Background: an optimization exercise with open tools, aiming at small area. Do not read the settings as production practice. The RTL was checked by simulation tests, not by an equivalence proof against the original design. Power figures rest on the tool's default switching activity, not on a simulated workload.

Design KamppherGuard, start of the top module:
module KamppherGuard(
  input         clock,
  input         reset,
  input  [7:0]  io_MOSIBuffer,
  input  [7:0]  io_MISOBuffer,
  input         io_BufferChanged,
  input  [4:0]  io_PartitionWriteEnables,
  output        io_IsOk,
  output [4:0]  io_WriteRegion,
  output [5:0]  io_Command,
  output        io_CommandReadFinished,
  output        io_ArgumentReadFinished,
  output        io_ReadSuccess,
  output        io_WaitingWriteToken,
  output        io_IsDataReading,
  output        io_IsBusy,
  output [31:0] io_DataBlockSize,
  output [31:0] io_Partition1Start,
  output [31:0] io_Partition2Start,
  output [31:0] io_Partition3Start,
  output [31:0] io_Partition4Start
);
  reg bc1, bc2;
  wire stb = io_BufferChanged & bc1 & ~bc2;
  always @(posedge clock) begin
    bc1 <= io_BufferChanged;
    bc2 <= bc1;
  end
  wire        slave_CommandReadFinished;
  wire        slave_ArgumentReadFinished;
  wire        slave_ReadSuccess;
  wire [5:0]  slave_Command;
  wire [31:0] slave_CommandArgument;
  wire [31:0] slave_WritingAddress;
  wire        slave_WaitingWriteToken;
  wire [31:0] ctrl_DataBlockSize;
  wire [31:0] master_DataBlocksCount;
  wire        master_DataBlocksCountChanged;
  wire        master_IsDataReading;
  wire        master_IsBusy;
  wire [31:0] mbr_p1, mbr_p2, mbr_p3, mbr_p4;
  wire [22:0] conv_s1, conv_s2, conv_s3, conv_s4;
  wire [3:0]  conv_zero;
  SpiSlaveReceiver slave (
  ...
Size in the first run: ~1400 cells after synthesis, roughly 330 flip-flops, about 200 I/O pins, ~16000 sq um of cells after synthesis.
export LEC_CHECK = 0
export ABC_AREA = 1
export CAP_MARGIN = 20
export CORE_MARGIN = 2
export CORE_UTILIZATION = 40
export SLEW_MARGIN = 20
create_clock -name core_clock -period 10.0 [get_ports {clock}]
standard.sh (not shown) runs the stock make flow with config.mk's settings and CLKGATE_MAP_FILE= SYNTH_SCRIPT=/design/flow/synth_recipe.tcl, a recipe that flattens the netlist after the stock synthesis.
==> flow/flow/run.sh <==
#!/bin/bash
# The standard layout (standard.sh), with three changes to how it is made:
# - synthesis maps logic with the ABC script in flow/abc_area.script, which
#   recovers more area than ORFS's (registers are mapped before ABC runs,
#   so they are the standard synthesis's);
#   ABC also maps the adders (ADDER_MAP_FILE is left empty), instead of
#   Yosys's full- and half-adder extraction;
# - port buffers are the smallest buffer, buf_1;
# - clock tree synthesis uses larger sink clusters and no dummy loads.
set -euo pipefail
rm -rf scripts_local
cp -r "$FLOW_HOME/scripts" scripts_local
cp flow/abc_area.script scripts_local/abc_area.script
export BUFFER_PORTS_ARGS="-buffer_cell sky130_fd_sc_hd__buf_1"
export CTS_ARGS="-sink_clustering_enable -repair_clock_nets -dont_use_dummy_load -sink_clustering_size 20 -sink_clustering_max_diameter 45 -buf_list sky130_fd_sc_hd__clkbuf_8"
bash standard.sh SCRIPTS_DIR="$PWD/scripts_local" ADDER_MAP_FILE= finish > standard.log 2>&1
==> flow/flow/abc_area.script <==
strash
dc2
strash
&get -n
&deepsyn -T 40
&dch -f
&nf -R 1000
&put
strash
&get -n
&dch -f
&nf -R 1000
&put
topo
stime -c
dnsize -c
==> next run, changes <==
==> flow/flow/run.sh (replaced) <==
#!/bin/bash
# Standard layout, with the port buffers made from the smallest buffer.
cp standard.sh standard.sh.txt 2>/dev/null
export BUFFER_PORTS_ARGS="-buffer_cell sky130_fd_sc_hd__buf_1"
bash standard.sh > standard.log 2>&1
removed: flow/flow/abc_area.script
The changed run finished with timing, DRC and antenna clean.
Synthesized area climbs by a little under a tenth.
Sequential cell count stays the same.
Combinational power climbs by roughly a tenth.
Non-clock buffer count climbs by 5.
Routed wire length climbs slightly.
Final area climbs by roughly a tenth.
Setup slack got worse by 1100 ps.
Power climbs by a quarter to a third.
Final cell count climbs by roughly a tenth.
Count of clock-buffer cells in the layout climbs by 8.
Clock skew drops by 68 ps.
==> next run, changes <==
==> flow/flow/run.sh (replaced) <==
#!/bin/bash
# The standard layout (standard.sh), with three changes to how it is made:
# - synthesis maps logic with the ABC script in flow/abc_area.script, which
#   recovers more area than ORFS's (registers are mapped before ABC runs,
#   so they are the standard synthesis's);
# - port buffers are the smallest buffer, buf_1;
# - clock tree synthesis uses larger sink clusters and no dummy loads.
set -euo pipefail
rm -rf scripts_local
cp -r "$FLOW_HOME/scripts" scripts_local
cp flow/abc_area.script scripts_local/abc_area.script
export BUFFER_PORTS_ARGS="-buffer_cell sky130_fd_sc_hd__buf_1"
export CTS_ARGS="-sink_clustering_enable -repair_clock_nets -dont_use_dummy_load -sink_clustering_size 16 -sink_clustering_max_diameter 60 -buf_list sky130_fd_sc_hd__clkbuf_8"
bash standard.sh SCRIPTS_DIR="$PWD/scripts_local" finish > standard.log 2>&1
==> flow/flow/abc_area.script (new file) <==
strash
dc2
strash
&get -n
&dch -f
&nf -R 1000
&put
topo
stime -c
dnsize -c
The new run completed without violations.
Wire length falls by 4.5%.
Clock power goes down by 54%.
Setup slack got worse by 660 ps.
Maximum frequency shrinks by 7.4%.
Power falls by 24%.
Cell area went down by 9.2%.
Non-clock buffer count climbs by 3.
Final cell count fell by 17%.
Register-to-register slack is worse by 660 ps.
Sequential power is about the same.
==> next run, changes <==
--- a/flow/flow/run.sh
+++ b/flow/flow/run.sh
@@ -12,3 +12,3 @@
 export BUFFER_PORTS_ARGS="-buffer_cell sky130_fd_sc_hd__buf_1"
-export CTS_ARGS="-sink_clustering_enable -repair_clock_nets -dont_use_dummy_load -sink_clustering_size 16 -sink_clustering_max_diameter 60 -buf_list sky130_fd_sc_hd__clkbuf_8"
+export CTS_ARGS="-sink_clustering_enable -repair_clock_nets -dont_use_dummy_load -sink_clustering_size 24 -sink_clustering_max_diameter 60 -buf_list sky130_fd_sc_hd__clkbuf_16"
 bash standard.sh SCRIPTS_DIR="$PWD/scripts_local" finish > standard.log 2>&1
Core utilization went up by 0.79 points; power increases by 11%; count of clock-buffer cells in the layout is lower by 1; worst setup slack barely changes; synthesized area is unchanged; global-route usage stays flat; cell area is higher by 1.7%; synthesized cell count is unchanged; routed wire length is about the same; critical path depth is unchanged; sequential power stays flat.

[afterwards: timing with drivers on the ports]
The flow's constraints put no driver on any port. The routed layouts listed below were extracted and timed again, unchanged, in two steps. Step 1: set_driving_cell puts a clkbuf_16 on clock and a buf_2 on each other input, an assumption about the parent block. Step 2 moves the port delays by t, midway between the first and last clock arrival at a register: inputs arrive t later, outputs are due t later. That takes back most of the time a late clock gives input paths. Slacks: no drivers / after step 1 / after step 2; pairs: no drivers / after step 1.
run	t (ns)	slack for setup (ns)	worst register clock-pin slew, ns
the first run	0.614	2.869 / 2.822 / 3.332	0.09 / 0.09
the second run	0.600	1.737 / 1.737 / 1.737	0.06 / 0.06
the third run	0.651	1.078 / 1.078 / 1.078	0.10 / 0.10
the fourth run	0.607	1.076 / 1.076 / 1.076	0.08 / 0.08
After both steps every run listed still meets setup and hold.
